From an optimization exercise on the open Yosys and OpenROAD flow, aimed at small area; shortcuts taken in it are not production practice. Where RTL was checked, it was by simulation tests only, not by an equivalence proof against the original.

==> run R: inputs <==
Design cordic_oscillator, start of the top module:
module cordic_oscillator (
    input  wire               clk,
    input  wire               rst,
    input  wire               ce,
    input  wire signed [31:0] tuning_word,
    output wire signed [15:0] sin_out,
    output wire signed [15:0] cos_out,
    output wire               valid_out
);
clock: 5.5 ns
lec_check: 0
abc_area: 1
cap_margin: 20
core_margin: 2
core_utilization: 70
slew_margin: 20
run.sh (not shown) runs the stock make flow with config.mk's settings and CLKGATE_MAP_FILE= SYNTH_SCRIPT=/design/flow/synth_recipe.tcl, a recipe that flattens the netlist after the stock synthesis.
==> inputs of run K, as changes to run R <==
--- a/flow/design.v
+++ b/flow/design.v
@@ -345,21 +345,21 @@
     wire signed [9:0] rx_16 = rx_15 + (ox_15 ^ mx_15) + cx_15;
     wire signed [9:0] ry_16 = ry_15 + (oy_15 ^ my_15) + cy_15;
     wire signed [7:0] xs_16 = rx_16[9] ? xh_m8 : rx_16[8] ? xh_p8 : xh8;
     wire signed [7:0] ys_16 = ry_16[9] ? yh_m8 : ry_16[8] ? yh_p8 : yh8;
     wire signed [15:0] x_16 = {xs_16, rx_16[7:0]};
     wire signed [15:0] y_16 = {ys_16, ry_16[7:0]};
-    always @* begin
-        x_out = negx_q8 ? -x_16 : x_16;
-        y_out = negy_q8 ? -y_16 : y_16;
+    always @(posedge clk) begin
+        x_out <= negx_q8 ? -x_16 : x_16;
+        y_out <= negy_q8 ? -y_16 : y_16;
     end
     reg [3:0] vcnt;
     always @(posedge clk)
         if (rst) vcnt <= 0;
-        else if (vcnt != 8) vcnt <= vcnt + 1'b1;
-    assign valid_out = vcnt == 8;
+        else if (vcnt != 9) vcnt <= vcnt + 1'b1;
+    assign valid_out = vcnt == 9;
 endmodule
 module add_rca #(parameter W = 16) (
     input  wire [W-1:0] a,
     input  wire [W-1:0] b,
     input  wire         ci,
     output wire [W-1:0] s
Settings changed: CORE_UTILIZATION 70 to 55.
==> notes <==
- Run R finished with setup timing left. Run K went through all stages and came out clean.
- Register-to-register slack: run R is lower than run K (0.56 ns).
- Cell area: run R is larger than run K (about 4%).
- Area after synthesis: run R is lower than run K (2.2%).
- In run R the routed wire length is larger than in run K, by about 15%.
- Against run K, the first-iteration DRC count of run R is larger by 51%.
- Clock-buffer cell count: run R is lower than run K (9).
- Between run K and run R, the lower worst hold slack is in run R (gap 0.0024 ns).
==> figures <==
| metric | run R | run K |
|---|---|---|
| Post-layout nets | 6065 | 5877 |
| Length of the first detailed-routing pass in iterations | 10 | 6 |
| Buffers inserted during post-CTS setup optimization | 37 | 0 |
| CLK BUF | 50 | 59 |
| Worst-margin pin slew | 1.10 ns | 0.912 ns |
| Placement Cell Area | 0.0378 sq mm | 0.0375 sq mm |
| Routed length on met1 | 41500 um | 44400 um |
| Ratio of routed vias to standard cells | 5.89 | 5.26 |
| Crit path largest cell delay | 0.85 ns | 0.55 ns |
| Final setup violation count | 37 | 0 |
| Net count of the mapped netlist | 5786 | 5818 |
| Count of plain and timing-repair buffers | 332 | 113 |
| Sequential share of cell area | 16.1% | 18.4% |
| Status | finished with violations | complete, no violations |
| Layout check failures | setup timing | - |
| Total routed wirelength | 106000 um | 91500 um |
| Detailed placement HPWL | 73200 um | 74700 um |
| RD Place Congestion | 1.01 | 0.957 |
| Fmax achieved | 128 MHz | 195 MHz |
The RTL of run R was laid out without a check of its function.

========
==> v39 <==
Another version of the RTL of cordic_oscillator (not shown whole).
## cordic_oscillator
module cordic_oscillator (
    input  wire               clk,
    input  wire               rst,
    input  wire               ce,
    input  wire signed [31:0] tuning_word,
    output wire signed [15:0] sin_out,
    output wire signed [15:0] cos_out,
    output wire               valid_out
);
Settings: LEC_CHECK=0, ABC_AREA=1, CAP_MARGIN=20, CORE_MARGIN=2, CORE_UTILIZATION=40, SLEW_MARGIN=20; clock period 5.5 ns.
==> v34: changes against v39 <==
--- a/flow/design.v
+++ b/flow/design.v
@@ -146,31 +146,46 @@
     always @(posedge clk) begin   
         x_15_q8 <= x_15;
         y_15_q8 <= y_15;
         d_15_q8 <= d_15_q7;
         negx_q8 <= negx_q7;
         negy_q8 <= negy_q7;
     end
-    localparam signed [19:0] Z_PI = 20'h3243F, Z_PI2 = 20'h1921F, Z_2PI = 20'h6487E;
-    reg signed [19:0] zw, zf;
-    reg [1:0] qf;
+    wire signed [19:0] z = z_in;
+    wire w_dn = z > 20'sd205887;             
+    wire w_up = z <= -20'sd205887;           
+    wire ge0   = w_dn ? z >= 20'sd411774 : w_up ? z >= -20'sd411774 : z >= 20'sd0;
+    wire lepi2 = w_dn ? z <= 20'sd514717 : w_up ? z <= -20'sd308831 : z <= 20'sd102943;
+    wire gempi2 = w_dn ? z >= 20'sd308831 : w_up ? z >= -20'sd514717 : z >= -20'sd102943;
+    wire [1:0] qf = !ge0 ? (gempi2 ? 2'b11 : 2'b10) : (lepi2 ? 2'b00 : 2'b01);
+    wire negz = qf != 2'b00;
+    reg [16:0] c1;
     always @* begin
-        zw = z_in;
-        if (zw > Z_PI) zw = zw - Z_2PI;
-        else if (zw <= -Z_PI) zw = zw + Z_2PI;
-        if (zw >= 0 && zw <= Z_PI2) begin qf = 2'b00; zf = zw; end
-        else if (zw > Z_PI2) begin qf = 2'b01; zf = Z_PI - zw; end
-        else if (zw >= -Z_PI2) begin qf = 2'b11; zf = -zw; end
-        else begin qf = 2'b10; zf = -(Z_PI + zw); end
+        case ({w_dn, w_up, qf})
+            4'b0000: c1 = 17'h136f1;
+            4'b0001: c1 = 17'h05b30;
+            4'b0010: c1 = 17'h1a4d0;
+            4'b0011: c1 = 17'h136f1;
+            4'b1000: c1 = 17'h0ee73;
+            4'b1001: c1 = 17'h0a3ae;
+            4'b1010: c1 = 17'h1ed4e;
+            4'b1011: c1 = 17'h17f6f;
+            4'b0100: c1 = 17'h17f6f;
+            4'b0101: c1 = 17'h012b2;
+            4'b0110: c1 = 17'h15c52;
+            4'b0111: c1 = 17'h0ee73;
+            default: c1 = 17'h00000;
+        endcase
     end
-    wire signed [17:0] z_0 = zf[17:0];
+    wire d_0 = qf == 2'b10;
     wire negx = qf == 2'b01 || qf == 2'b10;
     wire negy = qf == 2'b11;
-    wire [0:0] d_0 = z_0[17];
-    wire signed [16:0] z_1 = z_0 + (d_0 ? 17'sd51471 : -17'sd51471);
+    wire [16:0] zn = z[16:0] ^ {17{negz}};
+    wire [16:0] zn1 = {16'd0, negz};
+    wire signed [16:0] z_1 = zn + c1 + zn1;
     wire [0:0] d_1 = z_1_q1[16];
     wire signed [15:0] z_2 = z_1_q1 + (d_1 ? 16'sd30385 : -16'sd30385);
     wire [0:0] d_2 = z_2[15];
     wire signed [14:0] z_3 = z_2 + (d_2 ? 15'sd16054 : -15'sd16054);
     wire [0:0] d_3 = z_3[14];
     wire signed [13:0] z_4 = z_3 + (d_3 ? 14'sd8149 : -14'sd8149);
     wire [0:0] d_4 = z_4[13];
Settings changed: CAP_MARGIN 20 to 0, GPL_TIMING_DRIVEN set to 0, SLEW_MARGIN 20 to 0.
==> v26: changes against v39 <==
--- a/flow/design.v
+++ b/flow/design.v
@@ -146,31 +146,46 @@
     always @(posedge clk) begin   
         x_15_q8 <= x_15;
         y_15_q8 <= y_15;
         d_15_q8 <= d_15_q7;
         negx_q8 <= negx_q7;
         negy_q8 <= negy_q7;
     end
-    localparam signed [19:0] Z_PI = 20'h3243F, Z_PI2 = 20'h1921F, Z_2PI = 20'h6487E;
-    reg signed [19:0] zw, zf;
-    reg [1:0] qf;
+    wire signed [19:0] z = z_in;
+    wire w_dn = z > 20'sd205887;             
+    wire w_up = z <= -20'sd205887;           
+    wire ge0   = w_dn ? z >= 20'sd411774 : w_up ? z >= -20'sd411774 : z >= 20'sd0;
+    wire lepi2 = w_dn ? z <= 20'sd514717 : w_up ? z <= -20'sd308831 : z <= 20'sd102943;
+    wire gempi2 = w_dn ? z >= 20'sd308831 : w_up ? z >= -20'sd514717 : z >= -20'sd102943;
+    wire [1:0] qf = !ge0 ? (gempi2 ? 2'b11 : 2'b10) : (lepi2 ? 2'b00 : 2'b01);
+    wire negz = qf != 2'b00;
+    reg [16:0] c1;
     always @* begin
-        zw = z_in;
-        if (zw > Z_PI) zw = zw - Z_2PI;
-        else if (zw <= -Z_PI) zw = zw + Z_2PI;
-        if (zw >= 0 && zw <= Z_PI2) begin qf = 2'b00; zf = zw; end
-        else if (zw > Z_PI2) begin qf = 2'b01; zf = Z_PI - zw; end
-        else if (zw >= -Z_PI2) begin qf = 2'b11; zf = -zw; end
-        else begin qf = 2'b10; zf = -(Z_PI + zw); end
+        case ({w_dn, w_up, qf})
+            4'b0000: c1 = 17'h136f1;
+            4'b0001: c1 = 17'h05b30;
+            4'b0010: c1 = 17'h1a4d0;
+            4'b0011: c1 = 17'h136f1;
+            4'b1000: c1 = 17'h0ee73;
+            4'b1001: c1 = 17'h0a3ae;
+            4'b1010: c1 = 17'h1ed4e;
+            4'b1011: c1 = 17'h17f6f;
+            4'b0100: c1 = 17'h17f6f;
+            4'b0101: c1 = 17'h012b2;
+            4'b0110: c1 = 17'h15c52;
+            4'b0111: c1 = 17'h0ee73;
+            default: c1 = 17'h00000;
+        endcase
     end
-    wire signed [17:0] z_0 = zf[17:0];
+    wire d_0 = qf == 2'b10;
     wire negx = qf == 2'b01 || qf == 2'b10;
     wire negy = qf == 2'b11;
-    wire [0:0] d_0 = z_0[17];
-    wire signed [16:0] z_1 = z_0 + (d_0 ? 17'sd51471 : -17'sd51471);
+    wire [16:0] zn = z[16:0] ^ {17{negz}};
+    wire [16:0] zn1 = {16'd0, negz};
+    wire signed [16:0] z_1 = zn + c1 + zn1;
     wire [0:0] d_1 = z_1_q1[16];
     wire signed [15:0] z_2 = z_1_q1 + (d_1 ? 16'sd30385 : -16'sd30385);
     wire [0:0] d_2 = z_2[15];
     wire signed [14:0] z_3 = z_2 + (d_2 ? 15'sd16054 : -15'sd16054);
     wire [0:0] d_3 = z_3[14];
     wire signed [13:0] z_4 = z_3 + (d_3 ? 14'sd8149 : -14'sd8149);
     wire [0:0] d_4 = z_4[13];
Settings changed: GPL_TIMING_DRIVEN set to 0.
==> flow_metrics.env <==
export IMPL_multi_input_area_share=0.633
export IMPL_slowest_delay_ns=0.38
export IMPL_worstHoldStart="core.d_11_q5$_DFF_P_"
export IMPL_status="finished with violations"
export IMPL_failed_checks="setup timing"
export IMPL_drive_gt1_frac=0.141
export IMPL_setup_violations=7
export IMPL_worst_pin_slew_ns=1.08
export IMPL_fin_ws_ns=-0.812
export IMPL_fin_crit_sh=1.15
The numbers above come from v34.

==> flow_metrics.env <==
export IMPL_failed_checks="setup timing"
export IMPL_multi_input_area_share=0.594
export IMPL_fin_ws_ns=-0.208
export IMPL_slowest_delay_ns=0.39
export IMPL_setup_violations=2
export IMPL_fin_crit_sh=1.04
export IMPL_status="finished with violations"
The numbers above come from v39.

==> flow_metrics.env <==
export IMPL_drive_gt1_frac=0.149
export IMPL_fin_crit_sh=1.19
export IMPL_status="finished with violations"
export IMPL_worst_pin_slew_ns=0.872
export IMPL_grtUsageMet2=0.335
export IMPL_slowest_delay_ns=0.38
export IMPL_setup_violations=8
export IMPL_cts_hold_buf=0
export IMPL_fin_ws_ns=-1.02
export IMPL_worstHoldStart="core.d_7_q3$_DFF_P_"
export IMPL_failed_checks="setup timing"
export IMPL_multi_input_area_share=0.632
The numbers above come from v26.

Function not checked in v34 and v26: the RTL went through the layout flow alone.

========
==> inputs of 01-06 <==
RTL: one of the versions met above, not the one the previous note started from.
==> flow/config.mk <==
export PLATFORM = sky130hd
export DESIGN_NAME = cordic_oscillator
export DESIGN_NICKNAME = cordic_oscillator
export VERILOG_FILES = /design/flow/design.v
export SDC_FILE = /design/flow/constraint.sdc
export NUM_CORES = 4
export LEC_CHECK = 0
export ABC_AREA = 1
export CAP_MARGIN = 20
export CORE_MARGIN = 2
export CORE_UTILIZATION = 70
export GPL_TIMING_DRIVEN = 0
export SLEW_MARGIN = 20
==> flow/constraint.sdc <==
create_clock -name core_clock -period 5.5 [get_ports {clk}]
set_input_delay 1.1000 -clock core_clock [delete_from_list [all_inputs] [get_ports {clk}]]
set_output_delay 1.1000 -clock core_clock [all_outputs]
set_load 0.01 [all_outputs]
==> 12-09 (differences from 01-06) <==
CORE_UTILIZATION = 55   (was 70)
GPL_TIMING_DRIVEN = default   (was 0)
==> results.py <==
metrics = {
    "timing": {
        "worst_endpoint_kind": "output port",
    },
    "placement": {
        "post_dp_cell_area_um2": 36600,
        "dp_worst_setup_slack_ns": -1.59,
    },
    "status": {
        "status": "stopped before the end",
        "stop_stage": "5_1_grt",
        "error_message": "[ERROR GRT-0232] Routing congestion too high. Check the congestion heatmap in the GUI.",
    },
}
[end of results for 01-06]
==> results.py <==
metrics = {
    "status": {
        "status": "finished with violations",
        "layout.failed_checks": "setup timing",
    },
    "timing": {
        "setup_viol_count_final": 22,
        "postLayoutSetupSlackWorst_ns": -0.868,
    },
    "placement": {
        "post_dp_cell_area_um2": 38200,
    },
}
[end of results for 12-09]
Function was not checked in any run of this note: the RTL went through the layout flow alone.

========
==> inputs of 01-20 <==
Another version of the RTL of cordic_oscillator (not shown whole).
clock: 5.5 ns
lec_check: 0
abc_area: 1
cap_margin: 20
core_margin: 2
core_utilization: 55
cts_buf_list: sky130_fd_sc_hd__clkbuf_8
slew_margin: 20
==> 04-22 (differences from 01-20) <==
- ABC_AREA: 1 -> 0
==> comparison <==
- 01-20 completed and failed the layout checks on negative setup slack. 04-22 finished but fails on negative setup slack.
- Of 01-20 and 04-22, 01-20 has the higher area after synthesis (gap about 3.3%, measured against 04-22).
- Sequential cell count is the same in 04-22 and 01-20.
- Against 04-22, the worst setup slack of 01-20 is better by 1.5 ns.
- Against 01-20, the non-clock buffer count of 04-22 is higher by 266.
- Against 04-22, the maximum frequency of 01-20 is higher by 25%.
==> figures <==
                                                                                             04-22                       01-20
Run status                                                              complete, but fails checks  complete, but fails checks
Layout check failures                                                         negative setup slack        negative setup slack
Global-route track usage on met1                                                             45.2%                       44.1%
R2r endpoint                                                                         core.x_out[6]               core.x_out[7]
DR WL/cell                                                                                 20.8 um                     17.9 um
Footprint of the multi-input gates                                                       25300 um2                   23800 um2
Largest stage delay on the critical path                                                   0.55 ns                     0.38 ns
Measured slew at the worst slew-check pin                                                  1.15 ns                     1.06 ns
DR WL met3                                                                                 9350 um                     7460 um
Worst reg2reg path depth                                                                        32                          45
Post-synthesis share of cell area spent on and, or, nand and nor gates                       19.2%                       27.2%
Compound-cell area share of the yosys netlist                                                24.8%                       17.1%
Count of different cell masters after synthesis                                                112                          72
Met2 layer wire length in the routed design                                               52400 um                    49800 um
Tap cell count                                                                                 748                         765
No functional check of the RTL was part of any run of this note.

========
==> run a: inputs <==
Another version of the RTL of cordic_oscillator (not shown whole).
Settings: LEC_CHECK=0, ABC_AREA=1, CAP_MARGIN=20, CORE_MARGIN=2, CORE_UTILIZATION=50, CTS_BUF_LIST=sky130_fd_sc_hd__clkbuf_8, CTS_CLUSTER_DIAMETER=60, CTS_CLUSTER_SIZE=16, PLACE_DENSITY=0.8, SLEW_MARGIN=20; clock period 5.5 ns.
==> run b (differences from run a) <==
--- a/flow/design.v
+++ b/flow/design.v
@@ -161,11 +161,13 @@
     wire signed [12:0] zpb_3 = z_3_q2 + (d_3 ? 13'sd4059 : -13'sd12239);
     wire signed [12:0] z_5 = d_4 ? zpa_3 : zpb_3;
     wire [0:0] d_5 = z_5_q3[12];
     wire signed [11:0] z_6 = z_5_q3 + (d_5 ? 12'sd2047 : -12'sd2047);
     wire [0:0] d_6 = z_6[11];
-    wire signed [10:0] z_7 = z_6 + (d_6 ? 11'sd1023 : -11'sd1023);
+    wire signed [10:0] zpa_5 = z_5_q3 + (d_5 ? 11'sd3070 : -11'sd1024);
+    wire signed [10:0] zpb_5 = z_5_q3 + (d_5 ? 11'sd1024 : -11'sd3070);
+    wire signed [10:0] z_7 = d_6 ? zpa_5 : zpb_5;
     wire [0:0] d_7 = z_7_q4[10];
     wire signed [10:0] z_8 = z_7_q4 + (d_7 ? 11'sd511 : -11'sd511);
     wire [0:0] d_8 = z_8[10];
     wire signed [9:0] z_9 = z_8 + (d_8 ? 10'sd255 : -10'sd255);
     wire [0:0] d_9 = z_9_q5[9];
- CORE_UTILIZATION: 50 -> 40
- PLACE_DENSITY: 0.8 -> not set
==> results.txt <==
item                                                                run a           run b
Status                                                     finished clean  finished clean
Achievable frequency                                            0.186 GHz       0.195 GHz
Clock-cell share of area                                            2.56%           2.82%
Part of the Yosys area used for sequential elements                 19.2%           19.4%
1st-pass router iterations                                              6               7
DIE AREA                                                       64,000 um2      79,000 um2
Adder and majority cell fraction of the synthesized area            13.2%           13.3%
Post-synthesis instance area                                   31,000 um2      30,700 um2
Clock skew after layout                                         0.0448 ns       0.0501 ns
Crit path largest cell delay                                      0.39 ns         0.47 ns
Average size of a mapped cell                                    6.54 um2        6.59 um2
Worst-case reg-to-reg path depth                                       33              26
Met1 GRT Util                                                       33.0%           30.5%
Worst slew margin                                                   37.0%           25.1%
Via density per instance                                             5.60            5.24
Worst-path clk slew                                               0.10 ns         0.08 ns
Die Width                                                          253 um          281 um
Clock insertion delay at the later pin of the skew report         0.67 ns         0.66 ns
Number of instances resized during post-cts repair                     13               0
CP Max Fanout                                                           7              26
Net Count, Synth                                                    5,086           5,008
Mapped Cells                                                        4,740           4,661
Layout fillers                                                      5,759           7,968

-- re-timing with driven ports --
The flow's constraints put no driver on any port. The routed layouts listed below were extracted and timed again, unchanged, in two steps.
Step 1, drivers: a clkbuf_16 drives clk and a buf_2 each remaining input, both assumed.
Step 2 times the ports against the registers' clock, not the clock port: input delays grow and output delays shrink by t, the midpoint of the rising clock arrivals with the driver on.
a / b / c = no drivers / after step 1 / after step 2; a / b = the first two.
| run | shift t [ns] | slack for setup (ns) | worst hold slack (ns) | worst setup path after step 2 | worst data-port slew with drivers (ns) |
|---|---|---|---|---|---|
| run R | 0.647 | -2.341 / -2.409 / -1.762 | 0.322 / 0.322 / 0.322 | register to output | 0.07 |
| run K | 0.639 | 0.368 / 0.368 / 0.247 | 0.324 / 0.324 / 0.324 | input to register | 0.05 |
| v39 | 0.648 | -0.208 / -0.208 / -0.208 | 0.312 / 0.312 / 0.312 | register to register | 0.06 |
| v34 | 0.637 | -0.812 / -0.812 / -0.812 | 0.320 / 0.320 / 0.320 | register to register | 0.04 |
| v26 | 0.639 | -1.019 / -1.019 / -1.019 | 0.324 / 0.324 / 0.324 | register to register | 0.04 |
| 12-09 | 0.626 | -0.868 / -0.937 / -0.311 | 0.318 / 0.318 / 0.318 | register to output | 0.06 |
| 01-20 | 0.732 | -0.334 / -0.334 / -0.334 | 0.312 / 0.312 / 0.312 | register to register | 0.06 |
| 04-22 | 0.744 | -1.791 / -1.791 / -1.791 | 0.306 / 0.306 / 0.306 | register to register | 0.07 |
| run a | 0.708 | 0.131 / 0.131 / -0.158 | 0.295 / 0.295 / 0.295 | input to register | 0.04 |
| run b | 0.701 | 0.369 / 0.369 / -0.237 | 0.316 / 0.316 / 0.316 | input to register | 0.05 |
With both steps, setup timing fails in run a and run b, where it was met with ideal ports. For run b, which loses most, drivers alone change the setup slack by 0.000 ns; drivers and shift together by -0.606 ns.
